Background: an optimization exercise with open tools, aiming at small area, a short achievable clock period and few clock cycles per item. Do not read the settings as production practice.
Only simulation tests tie the RTL to the original design; equivalence was not proved.
No activity file was given, so power comes from the tool's default toggle rates.

Design adler32, start of the top module:
module adler32(
    input clock,
    input rst_n,
    input size_valid,
    input [31:0] size,
    input data_start,
    input [7:0] data,
    output checksum_valid,
    output [31:0] checksum
);
For scale: ~77 I/O pins, about 0.0062 mm^2 of cells after synthesis.
==> module adler32, before the edit <==
module adler32(
    input clock,
    input rst_n,
    input size_valid,
    input [31:0] size,
    input data_start,
    input [7:0] data,
    output checksum_valid,
    output [31:0] checksum
);
    reg  [7:0]  d_q;       
    reg         ds_q;      
    reg         fa;        
    reg  [31:0] held;      
    reg         held_ok;   
    reg  [31:0] cnt;       
    reg         active;    
    reg         f2;        
    reg  [15:0] A, B;
    reg         vld;
    wire [31:0] cnt_nx;
    wire [7:0]  zb;        
    wire [7:0]  wz;        
    assign wz[0] = 1'b1;
    assign wz[1] = zb[0];
    assign wz[2] = &zb[1:0];
    assign wz[3] = &zb[2:0];
    assign wz[4] = &zb[3:0];
    assign wz[5] = wz[4] & zb[4];
    assign wz[6] = wz[4] & (&zb[5:4]);
    assign wz[7] = wz[4] & (&zb[6:4]);
    genvar k;
    generate
        for (k = 0; k < 8; k = k + 1) begin : cb
            cnt_blk u_b(.c(cnt[4*k+3:4*k]), .h(held[4*k+3:4*k]), .ld(ds_q),
                        .w(wz[k]), .n(cnt_nx[4*k+3:4*k]), .z(zb[k]));
        end
    endgenerate
    wire f1 = active & cnt[0] & ~|cnt[3:1] & (&zb[7:1]);    
    wire [15:0] a_in = fa ? 16'd0 : A;
    wire [8:0]  sl = a_in[7:0] + d_q + fa;
    wire [7:0]  ah1 = a_in[15:8] + 8'd1;
    wire        hff = &a_in[15:8];
    wire        hfe = (a_in[15:8] == 8'hFE);
    wire        lge = &sl[7:4] & |sl[3:0];                   
    wire        ga = sl[8] ? (hff | (hfe & lge)) : (hff & lge);   
    wire [7:0]  la = sl[7:0] + 8'd15;
    wire [15:0] a_nx = ga ? {8'd0, la} : {sl[8] ? ah1 : a_in[15:8], sl[7:0]};
    wire [16:0] xb = B + A;
    wire        nz = |xb[3:0];
    wire        gb = xb[16] | (&xb[15:4] & nz);
    wire [15:0] yb = {xb[15:4] + {11'd0, nz}, xb[3:0] - 4'd1};
    wire [15:0] b_nx = gb ? yb : xb[15:0];
    always @(posedge clock) begin
        d_q  <= f1 ? 8'd0 : data;
        ds_q <= data_start & rst_n;
        fa   <= ds_q;
        if (size_valid)
            held <= size;
        if (!rst_n) begin
            held_ok <= 1'b0;
            active  <= 1'b0;
            f2      <= 1'b0;
            vld     <= 1'b0;
        end else begin
            if (size_valid)
                held_ok <= 1'b1;
            if (ds_q)
                active <= held_ok;
            else if (f1)
                active <= 1'b0;
            f2  <= f1;
            vld <= f2;
        end
        cnt <= cnt_nx;
        A <= a_nx;
        B <= fa ? 16'd0 : b_nx;
    end
    assign checksum_valid = vld;
    assign checksum = {B, A};
endmodule
==> module cnt_blk, before the edit <==
module cnt_blk(
    input  [3:0] c,
    input  [3:0] h,
    input        ld,
    input        w,
    output [3:0] n,
    output       z
);
    wire [3:0] t = {w & ~|c[2:0], w & ~|c[1:0], w & ~c[0], w};
    assign n = ld ? h : c ^ t;
    assign z = ~|c;
endmodule
==> flow/config.mk <==
export PLATFORM = sky130hd
export DESIGN_NAME = adler32
export DESIGN_NICKNAME = adler32
export VERILOG_FILES = /design/flow/design.v
export SDC_FILE = /design/flow/constraint.sdc
export NUM_CORES = 4
export LEC_CHECK = 0
export ABC_AREA = 1
export CAP_MARGIN = 20
export CORE_MARGIN = 2
export CORE_UTILIZATION = 50
export CTS_BUF_LIST = sky130_fd_sc_hd__clkbuf_4 sky130_fd_sc_hd__clkbuf_8
export SETUP_SLACK_MARGIN = 5
export SLEW_MARGIN = 20
==> flow/constraint.sdc <==
create_clock -name core_clock -period 7.5 [get_ports {clock}]
set_input_delay 1.5000 -clock core_clock [delete_from_list [all_inputs] [get_ports {clock}]]
set_output_delay 1.5000 -clock core_clock [all_outputs]
set_load 0.01 [all_outputs]
standard.sh (not shown) runs the stock make flow with config.mk's settings and CLKGATE_MAP_FILE= SYNTH_SCRIPT=/design/flow/synth_recipe.tcl, a recipe that flattens the netlist after the stock synthesis.
==> flow/flow/run.sh <==
#!/bin/bash
# Standard layout, with two changes to how it is made:
#  - plain buffers (buf_2) on the ports;
#  - the full and half adder cells are added to the don't-use list, so that
#    synthesis maps adders to plain gates (faster after timing repair).
set -o pipefail
export BUFFER_PORTS_ARGS="-buffer_cell sky130_fd_sc_hd__buf_2"
BASE=$(make -s -C "$FLOW_HOME" DESIGN_CONFIG="$PWD/config.mk" WORK_HOME="$PWD/orfs" print-DONT_USE_CELLS 2>/dev/null | sed -n 's/^DONT_USE_CELLS: //p')
DU="$BASE sky130_fd_sc_hd__fa_1 sky130_fd_sc_hd__fa_2 sky130_fd_sc_hd__fa_4 sky130_fd_sc_hd__ha_1 sky130_fd_sc_hd__ha_2 sky130_fd_sc_hd__ha_4"
bash standard.sh "DONT_USE_CELLS=$DU" finish > standard.log 2>&1
The baseline passed the timing, DRC and antenna checks.
Testbench counts at the start, summed over its fixed seeds: cycles 572,122, bytes 568,898.
==> next run, changes <==
--- a/flow/design.v
+++ b/flow/design.v
@@ -18,25 +18,7 @@
     reg         f2;        
     reg  [15:0] A, B;
     reg         vld;
-    wire [31:0] cnt_nx;
-    wire [7:0]  zb;        
-    wire [7:0]  wz;        
-    assign wz[0] = 1'b1;
-    assign wz[1] = zb[0];
-    assign wz[2] = &zb[1:0];
-    assign wz[3] = &zb[2:0];
-    assign wz[4] = &zb[3:0];
-    assign wz[5] = wz[4] & zb[4];
-    assign wz[6] = wz[4] & (&zb[5:4]);
-    assign wz[7] = wz[4] & (&zb[6:4]);
-    genvar k;
-    generate
-        for (k = 0; k < 8; k = k + 1) begin : cb
-            cnt_blk u_b(.c(cnt[4*k+3:4*k]), .h(held[4*k+3:4*k]), .ld(ds_q),
-                        .w(wz[k]), .n(cnt_nx[4*k+3:4*k]), .z(zb[k]));
-        end
-    endgenerate
-    wire f1 = active & cnt[0] & ~|cnt[3:1] & (&zb[7:1]);    
+    wire f1 = active & (cnt == 32'd1);    
     wire [15:0] a_in = fa ? 16'd0 : A;
     wire [8:0]  sl = a_in[7:0] + d_q + fa;
     wire [7:0]  ah1 = a_in[15:8] + 8'd1;
@@ -72,22 +54,10 @@
             f2  <= f1;
             vld <= f2;
         end
-        cnt <= cnt_nx;
+        cnt <= ds_q ? held : cnt - 32'd1;
         A <= a_nx;
         B <= fa ? 16'd0 : b_nx;
     end
     assign checksum_valid = vld;
     assign checksum = {B, A};
 endmodule
-module cnt_blk(
-    input  [3:0] c,
-    input  [3:0] h,
-    input        ld,
-    input        w,
-    output [3:0] n,
-    output       z
-);
-    wire [3:0] t = {w & ~|c[2:0], w & ~|c[1:0], w & ~c[0], w};
-    assign n = ld ? h : c ^ t;
-    assign z = ~|c;
-endmodule
Effect:
- The changed run produced a clean layout
- wire length came out higher by a little under a tenth
- sequential cell count stays the same
- fmax goes up slightly
- cell area increases by a few percent
- die area increases slightly
- total power grows by a few percent
- core utilization increases by 1.2 points
Testbench counts after the change, summed over its fixed seeds: cycles 572,122, bytes 568,898.

==> port drivers added, routing unchanged <==
The results above use ideal ports. As a check the final layouts listed here were re-extracted and re-timed, cells and wires unchanged. Step 1, drivers: a clkbuf_16 drives clock and a buf_2 each remaining input, both assumed. Step 2 also shifts input and output timing later by t, the mid clock arrival at the registers, as if the neighbouring blocks saw the same clock. Slacks: ideal / step 1 / step 2; pairs: ideal / step 1.
run	t, ns	setup WS [ns]	worst setup path at the end
the first run	0.424	5.042 / 5.005 / 5.050	input to register
the second run	0.395	5.052 / 5.018 / 5.056	input to register
After both steps setup and hold are still met in every run listed.
